This design comes from an exercise in tuning for small area, a short achievable clock period and few clock cycles per item on the open sky130 flow, not from production work. Function was checked by simulation only, so behaviour that the tests miss may differ from the original. No activity file was given, so power comes from the tool's default toggle rates.

==> module cache, before the edit <==
module cache(
    clk,
    proc_reset,
    proc_read,
    proc_write,
    proc_addr,
    proc_rdata,
    proc_wdata,
    proc_stall,
    mem_read,
    mem_write,
    mem_addr,
    mem_rdata,
    mem_wdata,
    mem_ready
);
    input          clk;
    input          proc_reset;
    input          proc_read, proc_write;
    input   [29:0] proc_addr;
    input   [31:0] proc_wdata;
    output         proc_stall;
    output  [31:0] proc_rdata;
    input  [127:0] mem_rdata;
    input          mem_ready;
    output         mem_read, mem_write;
    output  [27:0] mem_addr;
    output [127:0] mem_wdata;
    localparam S_IDLE = 2'd0;
    localparam S_RD   = 2'd1;
    localparam S_WR   = 2'd2;
    reg  [1:0]   state;
    reg  [1:0]   next_state;
    wire [24:0]  tag    = proc_addr[29:5];
    wire [2:0]   index  = proc_addr[4:2];
    wire [1:0]   offset = proc_addr[1:0];
    wire s_idle = (state == S_IDLE);
    wire s_rd   = (state == S_RD);
    wire s_wr   = (state == S_WR);
    wire req    = proc_read || proc_write;
    reg  [7:0]   lb_sel;    
    reg          lb_v;
    reg  [24:0]  lb_tag;
    reg  [127:0] lb_data;
    wire [7:0] isel;
    genvar gk;
    generate
        for (gk = 0; gk < 8; gk = gk + 1) begin : g_isel
            assign isel[gk] = (index == gk);
        end
    endgenerate
    wire [7:0] isel_next = {isel[6:0], isel[7]};
    wire lmatch = |(lb_sel & isel);
    wire go     = s_idle && req && lmatch;
    wire hit;
    wire done;
    cache_tag_cmp u_cmp (
        .v(lb_v), .a(lb_tag), .b(tag), .hit(hit)
    );
    cache_ctl_out u_ctl (
        .hit(hit),
        .go_rd(go && !proc_write),
        .go_wr(go && proc_write),
        .ready_done((s_rd && mem_ready && !proc_write) || (s_wr && mem_ready)),
        .s_rd(s_rd), .s_wr(s_wr),
        .mem_read(mem_read), .mem_write(mem_write), .done(done)
    );
    wire [3:0] wsel = {offset == 2'd3, offset == 2'd2, offset == 2'd1, offset == 2'd0};
    reg  [127:0] fill;
    integer fw;
    always @(*)
        for (fw = 0; fw < 4; fw = fw + 1)
            fill[fw*32 +: 32] = (proc_write && wsel[fw]) ? proc_wdata
                                                         : mem_rdata[fw*32 +: 32];
    reg  [127:0] merged;
    integer mw;
    always @(*)
        for (mw = 0; mw < 4; mw = mw + 1)
            merged[mw*32 +: 32] = wsel[mw] ? proc_wdata : lb_data[mw*32 +: 32];
    wire [31:0] lb_word  = lb_data[offset*32 +: 32];
    wire [31:0] mem_word = mem_rdata[offset*32 +: 32];
    assign proc_rdata = s_rd ? mem_word : lb_word;
    assign mem_addr   = proc_addr[29:2];
    assign mem_wdata  = merged;
    assign proc_stall = !done;
    always @(*) begin
        next_state = state;
        case (state)
            S_IDLE: if (go) next_state = hit ? (proc_write ? S_WR : S_IDLE) : S_RD;
            S_RD:   if (mem_ready) next_state = proc_write ? S_WR : S_IDLE;
            S_WR:   if (mem_ready) next_state = S_IDLE;
            default:               next_state = S_IDLE;
        endcase
    end
    reg  [7:0]   valid;
    reg  [24:0]  tags  [0:7];
    reg  [127:0] lines [0:7];
    wire load_miss = s_idle && req && !lmatch;
    wire load_next = (offset == 2'd3)
                  && ((s_idle && proc_read && lmatch)
                   || (s_rd && mem_ready && !proc_write)
                   || (s_wr && mem_ready));
    wire [7:0]   load_sel = load_miss ? isel : isel_next;
    wire [152:0] load_line;
    cache_sel8 u_sel (
        .sel(load_sel),
        .d0({tags[0], lines[0]}), .d1({tags[1], lines[1]}),
        .d2({tags[2], lines[2]}), .d3({tags[3], lines[3]}),
        .d4({tags[4], lines[4]}), .d5({tags[5], lines[5]}),
        .d6({tags[6], lines[6]}), .d7({tags[7], lines[7]}),
        .q(load_line)
    );
    always @(posedge clk or posedge proc_reset) begin
        if (proc_reset) begin
            state  <= S_IDLE;
            valid  <= 8'b0;
            lb_sel <= 8'b1;
            lb_v   <= 1'b0;
        end else begin
            state <= next_state;
            if (s_rd) valid[index] <= 1'b1;
            if (load_miss || load_next) begin
                lb_sel <= load_sel;
                lb_v   <= |(valid & load_sel);
            end else if (s_rd) begin
                lb_sel <= isel;
                lb_v   <= 1'b1;
            end
        end
    end
    integer i, w;
    always @(posedge clk) begin
        for (i = 0; i < 8; i = i + 1) begin
            if (s_rd && index == i) tags[i] <= tag;
            for (w = 0; w < 4; w = w + 1)
                if (index == i && (s_rd || (s_wr && offset == w)))
                    lines[i][w*32 +: 32] <= fill[w*32 +: 32];
        end
        if (load_miss || load_next) begin
            {lb_tag, lb_data} <= load_line;
        end else begin
            if (s_rd) lb_tag <= tag;
            for (w = 0; w < 4; w = w + 1)
                if (s_rd || (s_wr && offset == w))
                    lb_data[w*32 +: 32] <= fill[w*32 +: 32];
        end
    end
endmodule
export LEC_CHECK = 0
export CAP_MARGIN = 20
export CORE_MARGIN = 2
export CORE_UTILIZATION = 40
export SETUP_SLACK_MARGIN = 2.0
export SLEW_MARGIN = 20
export SYNTH_HIERARCHICAL = 1
export TNS_END_PERCENT = 0
create_clock -name core_clock -period 5.0 [get_ports {clk}]
standard.sh (not shown) runs the stock make flow with config.mk's settings and CLKGATE_MAP_FILE= SYNTH_SCRIPT=/design/flow/synth_recipe.tcl, a recipe that flattens the netlist after the stock synthesis.
==> flow/flow/run.sh <==
#!/bin/bash
# Layout flow: the standard ORFS flow (standard.sh, standard synthesis
# unchanged), with two changes to how the layout is made:
#  - the port buffers that global placement inserts are buf_2 cells rather
#    than the delay cells the resizer picks by default;
#  - clock tree synthesis runs with ORFS's default arguments plus
#    -dont_use_dummy_load, so no dummy loads are added to the clock tree.
# make's full output goes to standard.log in this folder; ORFS's per-step
# logs stay under orfs/logs/.
set -euo pipefail
export BUFFER_PORTS_ARGS="-buffer_cell sky130_fd_sc_hd__buf_2"
export CTS_ARGS="-sink_clustering_enable -repair_clock_nets -dont_use_dummy_load"
bash standard.sh > standard.log 2>&1
Testbench counts at the start, summed over its fixed seeds: cycles 121,768, items 32,000.
==> next run, changes <==
--- a/flow/design.v
+++ b/flow/design.v
@@ -36,23 +36,15 @@
     wire [1:0]   offset = proc_addr[1:0];
     wire s_idle = (state == S_IDLE);
     wire s_rd   = (state == S_RD);
     wire s_wr   = (state == S_WR);
     wire req    = proc_read || proc_write;
-    reg  [7:0]   lb_sel;    
+    reg  [2:0]   lb_idx;
     reg          lb_v;
     reg  [24:0]  lb_tag;
     reg  [127:0] lb_data;
-    wire [7:0] isel;
-    genvar gk;
-    generate
-        for (gk = 0; gk < 8; gk = gk + 1) begin : g_isel
-            assign isel[gk] = (index == gk);
-        end
-    endgenerate
-    wire [7:0] isel_next = {isel[6:0], isel[7]};
-    wire lmatch = |(lb_sel & isel);
+    wire lmatch = (lb_idx == index);
     wire go     = s_idle && req && lmatch;
     wire hit;
     wire done;
     cache_tag_cmp u_cmp (
         .v(lb_v), .a(lb_tag), .b(tag), .hit(hit)
@@ -63,22 +55,20 @@
         .go_wr(go && proc_write),
         .ready_done((s_rd && mem_ready && !proc_write) || (s_wr && mem_ready)),
         .s_rd(s_rd), .s_wr(s_wr),
         .mem_read(mem_read), .mem_write(mem_write), .done(done)
     );
-    wire [3:0] wsel = {offset == 2'd3, offset == 2'd2, offset == 2'd1, offset == 2'd0};
     reg  [127:0] fill;
-    integer fw;
-    always @(*)
-        for (fw = 0; fw < 4; fw = fw + 1)
-            fill[fw*32 +: 32] = (proc_write && wsel[fw]) ? proc_wdata
-                                                         : mem_rdata[fw*32 +: 32];
+    always @(*) begin
+        fill = mem_rdata;
+        if (proc_write) fill[offset*32 +: 32] = proc_wdata;
+    end
     reg  [127:0] merged;
-    integer mw;
-    always @(*)
-        for (mw = 0; mw < 4; mw = mw + 1)
-            merged[mw*32 +: 32] = wsel[mw] ? proc_wdata : lb_data[mw*32 +: 32];
+    always @(*) begin
+        merged = lb_data;
+        merged[offset*32 +: 32] = proc_wdata;
+    end
     wire [31:0] lb_word  = lb_data[offset*32 +: 32];
     wire [31:0] mem_word = mem_rdata[offset*32 +: 32];
     assign proc_rdata = s_rd ? mem_word : lb_word;
     assign mem_addr   = proc_addr[29:2];
     assign mem_wdata  = merged;
@@ -98,11 +88,12 @@
     wire load_miss = s_idle && req && !lmatch;
     wire load_next = (offset == 2'd3)
                   && ((s_idle && proc_read && lmatch)
                    || (s_rd && mem_ready && !proc_write)
                    || (s_wr && mem_ready));
-    wire [7:0]   load_sel = load_miss ? isel : isel_next;
+    wire [2:0] load_idx = load_miss ? index : index + 3'd1;
+    wire [7:0]   load_sel = 8'b1 << load_idx;
     wire [152:0] load_line;
     cache_sel8 u_sel (
         .sel(load_sel),
         .d0({tags[0], lines[0]}), .d1({tags[1], lines[1]}),
         .d2({tags[2], lines[2]}), .d3({tags[3], lines[3]}),
@@ -112,20 +103,20 @@
     );
     always @(posedge clk or posedge proc_reset) begin
         if (proc_reset) begin
             state  <= S_IDLE;
             valid  <= 8'b0;
-            lb_sel <= 8'b1;
+            lb_idx <= 3'd0;
             lb_v   <= 1'b0;
         end else begin
             state <= next_state;
             if (s_rd) valid[index] <= 1'b1;
             if (load_miss || load_next) begin
-                lb_sel <= load_sel;
-                lb_v   <= |(valid & load_sel);
+                lb_idx <= load_idx;
+                lb_v   <= valid[load_idx];
             end else if (s_rd) begin
-                lb_sel <= isel;
+                lb_idx <= index;
                 lb_v   <= 1'b1;
             end
         end
     end
     integer i, w;
After rerunning: Flip-flop and latch count went down by 5; combinational power went up by about 26%; total power went up by 7.6%; maximum frequency went up by about 3%; die area barely changes.
Testbench counts after the change, summed over its fixed seeds: cycles 121,768, items 32,000.


## the reference run
Another version of the RTL of cache (not shown whole).
Size in the first run: ~3100 cells after synthesis, about 1200 flip-flops, ~51000 µm² of cells after synthesis.
==> module cache, before the edit <==
module cache(
    clk,
    proc_reset,
    proc_read,
    proc_write,
    proc_addr,
    proc_rdata,
    proc_wdata,
    proc_stall,
    mem_read,
    mem_write,
    mem_addr,
    mem_rdata,
    mem_wdata,
    mem_ready
);
    input          clk;
    input          proc_reset;
    input          proc_read, proc_write;
    input   [29:0] proc_addr;
    input   [31:0] proc_wdata;
    output         proc_stall;
    output  [31:0] proc_rdata;
    input  [127:0] mem_rdata;
    input          mem_ready;
    output         mem_read, mem_write;
    output  [27:0] mem_addr;
    output [127:0] mem_wdata;
    localparam S_IDLE = 2'd0;
    localparam S_RD   = 2'd1;
    localparam S_WR   = 2'd2;
    reg  [1:0]   state;
    reg  [1:0]   next_state;
    wire [24:0]  tag    = proc_addr[29:5];
    wire [2:0]   index  = proc_addr[4:2];
    wire [1:0]   offset = proc_addr[1:0];
    wire s_idle = (state == S_IDLE);
    wire s_rd   = (state == S_RD);
    wire s_wr   = (state == S_WR);
    wire req    = proc_read || proc_write;
    reg  [127:0] fill;
    always @(*) begin
        fill = mem_rdata;
        if (proc_write) fill[offset*32 +: 32] = proc_wdata;
    end
    reg  [7:0]   valid;
    wire [7:0]   line_hit;
    wire [127:0] line_data [0:7];
    wire [7:0]   sel = 8'b1 << index;
    genvar gi, gw;
    generate
        for (gi = 0; gi < 8; gi = gi + 1) begin : g_line
            reg  [24:0]  ltag;
            reg  [127:0] ldata;
            cache_tag_cmp u_cmp (
                .v(valid[gi]), .a(ltag), .b(tag), .hit(line_hit[gi])
            );
            assign line_data[gi] = ldata;
            always @(posedge clk)
                if (sel[gi] && s_rd) ltag <= tag;
            for (gw = 0; gw < 4; gw = gw + 1) begin : g_word
                always @(posedge clk)
                    if (sel[gi] && (s_rd || (s_wr && offset == gw)))
                        ldata[gw*32 +: 32] <= fill[gw*32 +: 32];
            end
        end
    endgenerate
    wire [128:0] picked;
    cache_sel8 u_sel (
        .sel(sel),
        .d0({line_hit[0], line_data[0]}), .d1({line_hit[1], line_data[1]}),
        .d2({line_hit[2], line_data[2]}), .d3({line_hit[3], line_data[3]}),
        .d4({line_hit[4], line_data[4]}), .d5({line_hit[5], line_data[5]}),
        .d6({line_hit[6], line_data[6]}), .d7({line_hit[7], line_data[7]}),
        .q(picked)
    );
    wire         hit  = picked[128];
    wire [127:0] line = picked[127:0];
    reg  [127:0] merged;
    always @(*) begin
        merged = line;
        merged[offset*32 +: 32] = proc_wdata;
    end
    wire [31:0] cache_word = line[offset*32 +: 32];
    wire [31:0] mem_word   = mem_rdata[offset*32 +: 32];
    wire        done;
    assign proc_rdata = s_rd ? mem_word : cache_word;
    assign mem_addr   = proc_addr[29:2];
    assign mem_wdata  = merged;
    assign proc_stall = !done;
    cache_ctl_out u_ctl (
        .hit(hit),
        .go_rd(s_idle && proc_read && !proc_write),
        .go_wr(s_idle && proc_write),
        .ready_done(mem_ready && (s_wr || (s_rd && !proc_write))),
        .s_rd(s_rd), .s_wr(s_wr),
        .mem_read(mem_read), .mem_write(mem_write), .done(done)
    );
    always @(*) begin
        next_state = state;
        case (state)
            S_IDLE: if (proc_write && hit)                      next_state = S_WR;
                    else if ((proc_read || proc_write) && !hit) next_state = S_RD;
            S_RD:   if (mem_ready) next_state = proc_write ? S_WR : S_IDLE;
            S_WR:   if (mem_ready) next_state = S_IDLE;
            default:               next_state = S_IDLE;
        endcase
    end
    always @(posedge clk or posedge proc_reset) begin
        if (proc_reset) begin
            state <= S_IDLE;
            valid <= 8'b0;
        end else begin
            state <= next_state;
            if (s_rd) valid[index] <= 1'b1;
        end
    end
endmodule
clock: 5.0 ns
lec_check: 0
cap_margin: 20
core_margin: 2
core_utilization: 40
setup_slack_margin: 2.0
slew_margin: 20
synth_hierarchical: 1
tns_end_percent: 0
Scripts as last shown in full above: flow/flow/run.sh
The reference run ran to completion and came out clean on the timing, design-rule and antenna checks.
Testbench counts of the reference run, summed over its fixed seeds: cycles 109,150, items 32,000.
Edits applied to the flow inputs when going from the reference run to the trial run:
--- a/flow/design.v
+++ b/flow/design.v
@@ -77,13 +77,19 @@
     wire         hit  = picked[128];
     wire [127:0] line = picked[127:0];
+    wire [3:0] wsel = {offset == 2'd3, offset == 2'd2, offset == 2'd1, offset == 2'd0};
+    wire       done;
+    cache_rsel8 u_rsel (
+        .sel({{4{s_rd}} & wsel, {4{!s_rd}} & wsel}),
+        .d0(line[31:0]),       .d1(line[63:32]),
+        .d2(line[95:64]),      .d3(line[127:96]),
+        .d4(mem_rdata[31:0]),  .d5(mem_rdata[63:32]),
+        .d6(mem_rdata[95:64]), .d7(mem_rdata[127:96]),
+        .q(proc_rdata)
+    );
     reg  [127:0] merged;
-    always @(*) begin
-        merged = line;
-        merged[offset*32 +: 32] = proc_wdata;
-    end
-    wire [31:0] cache_word = line[offset*32 +: 32];
-    wire [31:0] mem_word   = mem_rdata[offset*32 +: 32];
-    wire        done;
-    assign proc_rdata = s_rd ? mem_word : cache_word;
+    integer mw;
+    always @(*)
+        for (mw = 0; mw < 4; mw = mw + 1)
+            merged[mw*32 +: 32] = wsel[mw] ? proc_wdata : line[mw*32 +: 32];
     assign mem_addr   = proc_addr[29:2];
     assign mem_wdata  = merged;
@@ -132,4 +138,13 @@
              | ({129{sel[6]}} & d6) | ({129{sel[7]}} & d7);
 endmodule
+module cache_rsel8(sel, d0, d1, d2, d3, d4, d5, d6, d7, q);
+    input  [7:0]   sel;
+    input  [31:0] d0, d1, d2, d3, d4, d5, d6, d7;
+    output [31:0] q;
+    assign q = ({32{sel[0]}} & d0) | ({32{sel[1]}} & d1)
+             | ({32{sel[2]}} & d2) | ({32{sel[3]}} & d3)
+             | ({32{sel[4]}} & d4) | ({32{sel[5]}} & d5)
+             | ({32{sel[6]}} & d6) | ({32{sel[7]}} & d7);
+endmodule
 module cache_ctl_out(hit, go_rd, go_wr, ready_done, s_rd, s_wr,
                      mem_read, mem_write, done);
Findings:
The trial run completed every stage of the flow, and the final layout passed the timing, design-rule and antenna checks. Comparing the reference run and the trial run, leakage dissipation is higher on the reference run. Relative to the reference run, the critical path depth of the trial run is higher by 1. Buffer count excluding the clock tree in the final layout ended up 2 higher on the trial run than on the reference run. The trial run reports a lower footprint of the multi-input gates than the reference run does. Global-route wire length before repair of the trial run is on par with the reference run. In the trial run, the largest stage delay on the critical path came out 190 ps below the value in the reference run. Compared with the reference run, in the trial run total detailed-routing wirelength moved up, post-route standard cell area excluding fillers moved down, die height lost about 0.7%.
Testbench counts of the trial run, summed over its fixed seeds: cycles 109,150, items 32,000.

## port drivers added, routing unchanged
No port has a modelled driver above. Below, the same layouts with a new extraction and two added sets of constraints. Step 1 sets driving cells, clkbuf_16 on the clock port and buf_2 on the other inputs (assumed; they add their load-dependent delay and slew). Step 2 times the ports against the registers' clock, not the clock port: input delays grow and output delays shrink by t, the midpoint of the rising clock arrivals with the driver on. a / b / c = ideal / step 1 / step 2; a / b = the first two.
run | shift t [ns] | setup WS [ns] | worst setup path after step 2 | worst slew at a driven data input, ns
the first run of note 1 | 0.842 | 1.156 / 1.082 / 0.660 | input to register | 0.17
the second run of note 1 | 0.812 | 1.270 / 1.226 / 0.846 | input to register | 0.12
the reference run | 0.781 | 0.558 / 0.498 / 0.120 | input to register | 0.13
the trial run | 0.766 | 0.696 / 0.624 / 0.624 | input to output | 0.22
After both steps every run listed still meets setup and hold. For the first run of note 1, which loses most, drivers alone change the setup slack by -0.074 ns; drivers and shift together by -0.496 ns.
